What follows belongs to an exercise in optimizing a design on an open flow for small area, a short achievable clock period and few clock cycles per item; a production flow would make more cautious choices. RTL that was checked went through simulation tests only; none was proved equivalent to the original.

== run F ==
==> flow/design.v (excerpt) <==
module muldiv(clk, reset, CtoM, CtoD, A, B, High, Low, MtoC, DtoC, DivZero);
  input clk;
  input reset;
  input CtoM;
  input CtoD;
  input [31:0] A;
  input [31:0] B;
  output [31:0] High;
  output [31:0] Low;
  output MtoC;
  output DtoC;
  output DivZero;
  reg s_abs, s_setup, s_iter, s_fix;
  reg [31:0] H, L, M;
  reg [5:0] cnt;
  reg [4:0] shamt;
  reg ashort, bzero;
  reg isdiv, sA, sB;
  reg mdone, ddone, dzero;
  assign High = H;
  assign Low = L;
  assign MtoC = mdone;
  assign DtoC = ddone;
  assign DivZero = dzero;
  function [5:0] blen;
    input [31:0] x;
    reg [15:0] h;
    reg [7:0] q;
    reg [3:0] o;
    reg [1:0] t;
    reg [4:0] z;
    begin
      z[4] = (x[31:16] == 16'd0);
      h = z[4] ? x[15:0] : x[31:16];
      z[3] = (h[15:8] == 8'd0);
      q = z[3] ? h[7:0] : h[15:8];
      z[2] = (q[7:4] == 4'd0);
      o = z[2] ? q[3:0] : q[7:4];
      z[1] = (o[3:2] == 2'd0);
      t = z[1] ? o[1:0] : o[3:2];
      z[0] = !t[1];
      blen = (x == 32'd0) ? 6'd0 : (6'd32 - {1'b0, z});
    end
  endfunction
  function [5:0] alen;
    input [31:0] x;
    reg [31:0] c;
    begin
      c = x ^ {32{x[31]}};
      alen = blen(c) + {5'd0, x[31] && ((c[31:1] & ~c[30:0]) == 31'd0)};
    end
  endfunction
  wire [5:0] la = alen(L);
  wire [5:0] lb = alen(H);
  ...
make LEC_CHECK=0 ABC_CLOCK_PERIOD_IN_PS=3000 CAP_MARGIN=20 CORE_MARGIN=2 CORE_UTILIZATION=40 SETUP_SLACK_MARGIN=5.0 SLEW_MARGIN=20 finish   # period 8.0 ns
run.sh (not shown) runs the stock make flow with config.mk's settings and CLKGATE_MAP_FILE= SYNTH_SCRIPT=/design/flow/synth_recipe.tcl, a recipe that flattens the netlist after the stock synthesis.
Modified inputs, run Y compared to run F
# run F
export LEC_CHECK = 0
export ABC_CLOCK_PERIOD_IN_PS = 3000
export CAP_MARGIN = 20
export CORE_MARGIN = 2
export CORE_UTILIZATION = 40
export SETUP_SLACK_MARGIN = 5.0
export SLEW_MARGIN = 20
create_clock -name core_clock -period 8.0 [get_ports {clk}]
# run Y
export LEC_CHECK = 0
export ABC_CLOCK_PERIOD_IN_PS = 5000
export CAP_MARGIN = 20
export CORE_MARGIN = 2
export CORE_UTILIZATION = 40
export SETUP_SLACK_MARGIN = 3.0
export SLEW_MARGIN = 20
create_clock -name core_clock -period 8.0 [get_ports {clk}]
--- outcome ---
Comparing run Y and run F, the lower largest stage delay on the critical path was measured on run F.
The via count of run Y falls short of that of run F by 958.
Compared with run F, in run Y headroom to the max-slew limit increased by 10 points relative to the old numbers, final area saw a decrease, first-iteration DRC count now sits lower, fraction of standard cell area in multi-input logic moved up.
Global-route usage ended up 3.9 points lower on run Y than on run F.
Run Y vs run F: met1 demand-to-capacity share in global routing down
Looking at utilization after layout, run Y sits 6.8 points lower than run F does.
Function was not checked in any run of this note: the RTL went through the layout flow alone.

## v4
muldiv, a different RTL version from the one above (not shown whole).
For scale: ~120 flip-flops, ~140 I/O pins, roughly 16,000 um2 of cells after synthesis.
clock: 8.0 ns
lec_check: 0
abc_clock_period_in_ps: 3000
cap_margin: 20
core_margin: 2
core_utilization: 40
setup_slack_margin: 4.5
slew_margin: 20
v4 closes out successfully: all stages finished, all timing, DRC and antenna checks passed.
Edits applied to the flow inputs when going from v4 to v26:
Settings: clearing ABC_CLOCK_PERIOD_IN_PS, which used to be 3000; putting ABC_AREA at 1 where nothing was set; swapping 4.5 for 4.0 in SETUP_SLACK_MARGIN.
[summary]
v4 and v26 ended up with roughly the same clock edge transition at the registers on the reported setup and hold paths. [compare] base=v4 new=v26: core outline area now larger; met3 routed wirelength now smaller; arithmetic-cell share of the synthesized area counting full adders, half adders and majority gates comparable; number of core rows now larger. Against v4, v26 comes in 150 ps higher on final critical-path setup slack. Diff v4 -> v26: synthesized cell area moved up; mux share of post-synthesis cell area moved down.
No functional check of the RTL was part of any run of this note.

The RTL this note starts from:
==> flow/design.v <==
module muldiv(clk, reset, CtoM, CtoD, A, B, High, Low, MtoC, DtoC, DivZero);
  input clk;
  input reset;
  input CtoM;
  input CtoD;
  input [31:0] A;
  input [31:0] B;
  output [31:0] High;
  output [31:0] Low;
  output MtoC;
  output DtoC;
  output DivZero;
  reg s_setup, s_mit, s_dit, s_fix;
  reg [31:0] H, L, M;
  reg [5:0] cnt, zar;
  reg c31;   
  reg two;   
  reg mb;    
  reg m2;    
  reg isdiv, sA, sB;
  reg mdone, ddone, dzero;
  assign High = H;
  assign Low = L;
  assign MtoC = mdone;
  assign DtoC = ddone;
  assign DivZero = dzero;
  function [5:0] lzc;
    input [31:0] x;
    reg [15:0] v1; reg [15:0] z1;
    reg [7:0] v2;  reg [1:0] z2 [0:7];
    reg [3:0] v3;  reg [2:0] z3 [0:3];
    reg [1:0] v4;  reg [3:0] z4 [0:1];
    reg [4:0] z5;
    integer i;
    begin
      for (i = 0; i < 16; i = i + 1) begin
        v1[i] = x[2*i+1] | x[2*i];
        z1[i] = !x[2*i+1];
      end
      for (i = 0; i < 8; i = i + 1) begin
        v2[i] = v1[2*i+1] | v1[2*i];
        z2[i] = {!v1[2*i+1], v1[2*i+1] ? z1[2*i+1] : z1[2*i]};
      end
      for (i = 0; i < 4; i = i + 1) begin
        v3[i] = v2[2*i+1] | v2[2*i];
        z3[i] = {!v2[2*i+1], v2[2*i+1] ? z2[2*i+1] : z2[2*i]};
      end
      for (i = 0; i < 2; i = i + 1) begin
        v4[i] = v3[2*i+1] | v3[2*i];
        z4[i] = {!v3[2*i+1], v3[2*i+1] ? z3[2*i+1] : z3[2*i]};
      end
      z5 = {!v4[1], v4[1] ? z4[1] : z4[0]};
      lzc = (v4[1] | v4[0]) ? {1'b0, z5} : 6'd32;
    end
  endfunction
  function [32:0] add32;
    input [31:0] a;
    input [31:0] b;
    reg [31:0] g, p, gg, pp;
    integer i, l;
    begin
      g = a & b;
      p = a ^ b;
      gg = g;
      pp = p;
      for (l = 0; l < 5; l = l + 1)
        for (i = 0; i < 32; i = i + 1)
          if ((i >> l) & 1) begin
            gg[i] = gg[i] | (pp[i] & gg[((i >> l) << l) - 1]);
            pp[i] = pp[i] & pp[((i >> l) << l) - 1];
          end
      add32 = {gg[31], p ^ {gg[30:0], 1'b0}};
    end
  endfunction
  function [31:0] inc32;
    input [31:0] x;
    reg [31:0] pp;
    integer i, l;
    begin
      pp = x;
      for (l = 0; l < 5; l = l + 1)
        for (i = 0; i < 32; i = i + 1)
          if ((i >> l) & 1)
            pp[i] = pp[i] & pp[((i >> l) << l) - 1];
      inc32 = x ^ {pp[30:0], 1'b1};
    end
  endfunction
  function [6:0] add7;
    input [6:0] a;
    input [6:0] b;
    input ci;
    reg [6:0] g, p, gg, pp;
    integer i, l;
    begin
      g = a & b;
      p = a ^ b;
      gg = g;
      pp = p;
      gg[0] = g[0] | (p[0] & ci);
      for (l = 0; l < 3; l = l + 1)
        for (i = 0; i < 7; i = i + 1)
          if ((i >> l) & 1) begin
            gg[i] = gg[i] | (pp[i] & gg[((i >> l) << l) - 1]);
            pp[i] = pp[i] & pp[((i >> l) << l) - 1];
          end
      add7 = p ^ {gg[5:0], ci};
    end
  endfunction
  wire [31:0] negA = inc32(~A);
  wire [31:0] negB = inc32(~B);
  wire [31:0] absA = A[31] ? negA : A;
  wire [31:0] absB = B[31] ? negB : B;
  wire [5:0] zA = lzc(absA);
  wire [5:0] zB = lzc(absB);
  wire ashort = (zar > cnt);
  wire [6:0] zd = add7({1'b0, cnt}, ~{1'b0, zar}, 1'b1);
  wire [5:0] mamt = ashort ? zar : cnt;
  wire [4:0] amt = isdiv ? zd[4:0] : mamt[4:0];
  wire [31:0] sh_in = (!isdiv && ashort) ? L : H;
  wire [31:0] sh_out = sh_in << amt;
  wire [31:0] mval = ashort ? H : L;
  wire mc30 = (mamt == 6'd30);
  wire [31:0] ax = s_mit ? (two ? {L[29:0], 2'b0} : {L[30:0], 1'b0}) : (L ^ {32{s_fix}});
  wire [31:0] ay = (M & {32{(s_mit && mb) || s_dit}}) | ({M[30:0], 1'b0} & {32{s_mit && m2}}) |
                   {31'd0, s_fix};
  wire [32:0] asum = add32(ax, ay);
  wire ac = asum[32];
  wire [31:0] hx = s_mit ? (two ? {H[29:0], L[31:30]} : {H[30:0], L[31]}) :
                   (s_dit ? {H[30:0], 1'b0} : ~H);
  wire [31:0] hx1 = inc32(hx);
  wire hci = (s_mit || s_dit) ? ac : (isdiv || (L == 32'd0));
  wire [31:0] hsum = hci ? hx1 : hx;
  wire c31n = two ? (cnt == 6'd29) : (cnt == 6'd30);
  wire twon = !c31n && (!hx[31] || (!hx[30] && !M[31]));
  wire mbn = twon ? (!hx[31] && hx[30]) : hx[31];
  wire m2n = twon && hx[31];
  wire twos = !mc30 && (!sh_out[30] || (!sh_out[29] && !mval[31]));
  wire mbs = twos ? (!sh_out[30] && sh_out[29]) : sh_out[30];
  wire m2s = twos && sh_out[30];
  wire negH = sA ^ sB;
  wire negL = isdiv ? sA : (sA ^ sB);
  wire needfix = isdiv ? (sA || sB) : (sA ^ sB);
  wire mlast = two ? (cnt == 6'd30) : c31;
  wire dlast = (cnt[4:0] == 5'd31);
  always @(posedge clk) begin
    mdone <= 1'b0;
    ddone <= 1'b0;
    if (reset) begin
      s_setup <= 1'b0;
      s_mit <= 1'b0;
      s_dit <= 1'b0;
      s_fix <= 1'b0;
      dzero <= 1'b0;
    end
    else begin
      if (CtoM || CtoD) begin
        L <= absA;
        H <= (B[31] ^ CtoD) ? negB : B;
        zar <= zA;
        cnt <= zB;
        sA <= A[31];
        sB <= B[31];
        isdiv <= CtoD;
        s_setup <= 1'b1;
      end
      if (s_setup) begin
        s_setup <= 1'b0;
        if (!isdiv) begin
          cnt <= mamt + 6'd1;
          c31 <= mc30;
          two <= twos;
          mb <= mbs;
          m2 <= m2s;
          M <= mval;
          if (mamt[5]) begin
            H <= 32'd0;
            L <= 32'd0;
            mdone <= 1'b1;
          end
          else begin
            H <= {sh_out[30:0], 1'b0};
            L <= mval;
            if (mamt != 6'd31) s_mit <= 1'b1;
            else if (needfix) s_fix <= 1'b1;
            else mdone <= 1'b1;
          end
        end
        else begin
          cnt <= {1'b0, ~zd[4:0]};
          M <= sh_out;
          H <= 32'd0;
          dzero <= cnt[5];
          if (cnt[5]) ddone <= 1'b1;
          else if (zd[6]) begin
            if (sA) s_fix <= 1'b1;
            else ddone <= 1'b1;
          end
          else s_dit <= 1'b1;
        end
      end
      if (s_mit) begin
        cnt <= cnt + (two ? 6'd2 : 6'd1);
        c31 <= c31n;
        two <= twon;
        mb <= mbn;
        m2 <= m2n;
        L <= asum[31:0];
        H <= hsum;
        if (mlast) begin
          s_mit <= 1'b0;
          if (needfix) s_fix <= 1'b1;
          else mdone <= 1'b1;
        end
      end
      if (s_dit) begin
        cnt <= cnt + 6'd1;
        if (ac) L <= asum[31:0];
        H <= hsum;
        M <= {1'b1, M[31:1]};
        if (dlast) begin
          s_dit <= 1'b0;
          if (needfix) s_fix <= 1'b1;
          else ddone <= 1'b1;
        end
      end
      if (s_fix) begin
        if (negL) L <= asum[31:0];
        if (negH) H <= hsum;
        s_fix <= 1'b0;
        mdone <= !isdiv;
        ddone <= isdiv;
      end
    end
  end
endmodule
Settings: LEC_CHECK=0, ABC_AREA=1, CAP_MARGIN=20, CORE_MARGIN=2, CORE_UTILIZATION=50, SETUP_SLACK_MARGIN=4.0, SLEW_MARGIN=20; clock period 8.0 ns.
The baseline completed with no timing, DRC or antenna violations.
Testbench counts at the start, summed over its fixed seeds: cycles 26,682, ops 3,200.
Next try:
Settings changed: CORE_UTILIZATION 50 to 40.
Outcome: The changed run passed the timing, DRC and antenna checks. Non-clock buffer count is higher by 5. Count of clock-buffer cells in the layout is lower by 2. Core utilization is lower by 12 points. Final area is higher by 1.3%. Fmax is higher by 2.0%. Critical path depth is higher by 1. Via count is lower by 3.3%. Routed wire length is higher by 0.48%. Die area is higher by 24%. Worst setup slack gains 79 ps. Area after synthesis does not change.
Next try:
==> flow/flow/run.sh (new file) <==
#!/bin/bash
# The standard layout (the standard.sh, unchanged), with plain buf_1
# cells as the port buffers in place of the delay cells that buffer_ports
# picks by default. Every port is still buffered.
set -euo pipefail
export BUFFER_PORTS_ARGS="-buffer_cell sky130_fd_sc_hd__buf_1"
bash standard.sh > standard.log 2>&1
==> flow/standard.sh (new file) <==
#!/bin/bash
# synth_recipe.tcl (not shown) runs the flow's synth.tcl, then flattens the netlist and writes it again
# the make line also repeats each setting of config.mk as NAME=value (left out here)
make -C /OpenROAD-flow-scripts/flow DESIGN_CONFIG=/design/flow/config.mk WORK_HOME=/design/flow/orfs CLKGATE_MAP_FILE= SYNTH_SCRIPT=/design/flow/synth_recipe.tcl "${@:-finish}"
removed: flow/run.sh
Effect: The changed run finished with timing, DRC and antenna clean. Area after synthesis stays the same. Worst hold slack gets worse by 45 ps. Clock skew falls by 4.4 ps. Core utilization falls by 3.3 points.

muldiv, a different RTL version from the one above (not shown whole).
Size: roughly 120 flip-flops, ~140 I/O pins.
Settings: LEC_CHECK=0, ABC_AREA=1, CAP_MARGIN=20, CORE_MARGIN=2, CORE_UTILIZATION=40, SETUP_SLACK_MARGIN=4.5, SLEW_MARGIN=20; clock period 8.0 ns.
Stock flow here: none of the scripts above is used.
Next try:
- SETUP_SLACK_MARGIN: 4.5 -> 4.0
The changed run completed without violations.
Routed wire length is higher by 0.78%.
Worst hold slack gains 0.0039 ns.
Sequential cell count stays the same.
Synthesized cell count stays the same.
Utilization falls by 1.5 points.
Design area falls by about 2.7%.
Function was not checked in any run of this note: the RTL went through the layout flow alone.

Another version of the RTL of muldiv (not shown whole).
Size: ~1900 cells after synthesis, about 110 flip-flops, about 140 I/O pins, roughly 14000 um2 of cells after synthesis.
make LEC_CHECK=0 CAP_MARGIN=20 CORE_MARGIN=2 CORE_UTILIZATION=40 SLEW_MARGIN=20 finish   # period 8.0 ns
==> next run, changes <==
- ABC_CLOCK_PERIOD_IN_PS: not set -> 4500
- SETUP_SLACK_MARGIN: not set -> 3.5
The changed run went through all stages and came out clean.
Global-route usage rises by 5.3 points.
Utilization is higher by 14 points.
Via count rises by 15%.
Worst setup slack improves by 0.65 ns.
Synthesized cell count does not change.
Cell count goes up by 13%.
No run of this note included a check of the RTL's function; only the layout flow was run.

-- separate check: timing with driven ports --
The flow's constraints put no driver on any port. The routed layouts listed below were extracted and timed again, unchanged, in two steps. Step 1 sets driving cells, clkbuf_16 on the clock port and buf_2 on the other inputs (assumed; they add their load-dependent delay and slew). Step 2, shift: input delay + t, output delay - t, t = (earliest + latest rising clock arrival at the registers) / 2. This alone moves slack from input paths to output paths. a / b / c = ideal ports / drivers / drivers and shift; a / b = the first two.
run | shift t [ns] | setup WS [ns] | latest minus earliest clock arrival (ns) | slew at the worst register clock pin (ns) | worst slew at a driven data input, ns
run F | 0.519 | 2.393 / 2.393 / 2.393 | 0.014 / 0.014 | 0.07 / 0.07 | 0.08
run Y | 0.512 | 2.234 / 2.234 / 2.234 | 0.014 / 0.014 | 0.07 / 0.07 | 0.07
v4 | 0.528 | 3.854 / 3.854 / 3.745 | 0.020 / 0.019 | 0.07 / 0.07 | 0.05
v26 | 0.526 | 4.000 / 4.000 / 3.605 | 0.018 / 0.018 | 0.08 / 0.08 | 0.07
the first run of note 3 | 0.497 | 4.007 / 4.007 / 3.665 | 0.011 / 0.012 | 0.06 / 0.06 | 0.04
the second run of note 3 | 0.530 | 4.086 / 4.086 / 3.612 | 0.019 / 0.019 | 0.07 / 0.07 | 0.04
the third run of note 3 | 0.526 | 4.041 / 4.041 / 3.636 | 0.015 / 0.015 | 0.07 / 0.07 | 0.04
the first run of note 4 | 0.511 | 3.600 / 3.600 / 3.343 | 0.012 / 0.012 | 0.07 / 0.07 | 0.09
the second run of note 4 | 0.512 | 3.493 / 3.493 / 3.293 | 0.009 / 0.009 | 0.07 / 0.07 | 0.10
the first run of note 5 | 0.433 | 0.566 / 0.566 / 0.566 | 0.015 / 0.014 | 0.09 / 0.09 | 0.08
the second run of note 5 | 0.449 | 1.218 / 1.218 / 1.218 | 0.019 / 0.019 | 0.10 / 0.10 | 0.05
After both steps setup and hold are still met in every run listed. The setup slack of the second run of note 3, which loses most, moves by 0.000 ns with the drivers and by -0.474 ns with both steps.
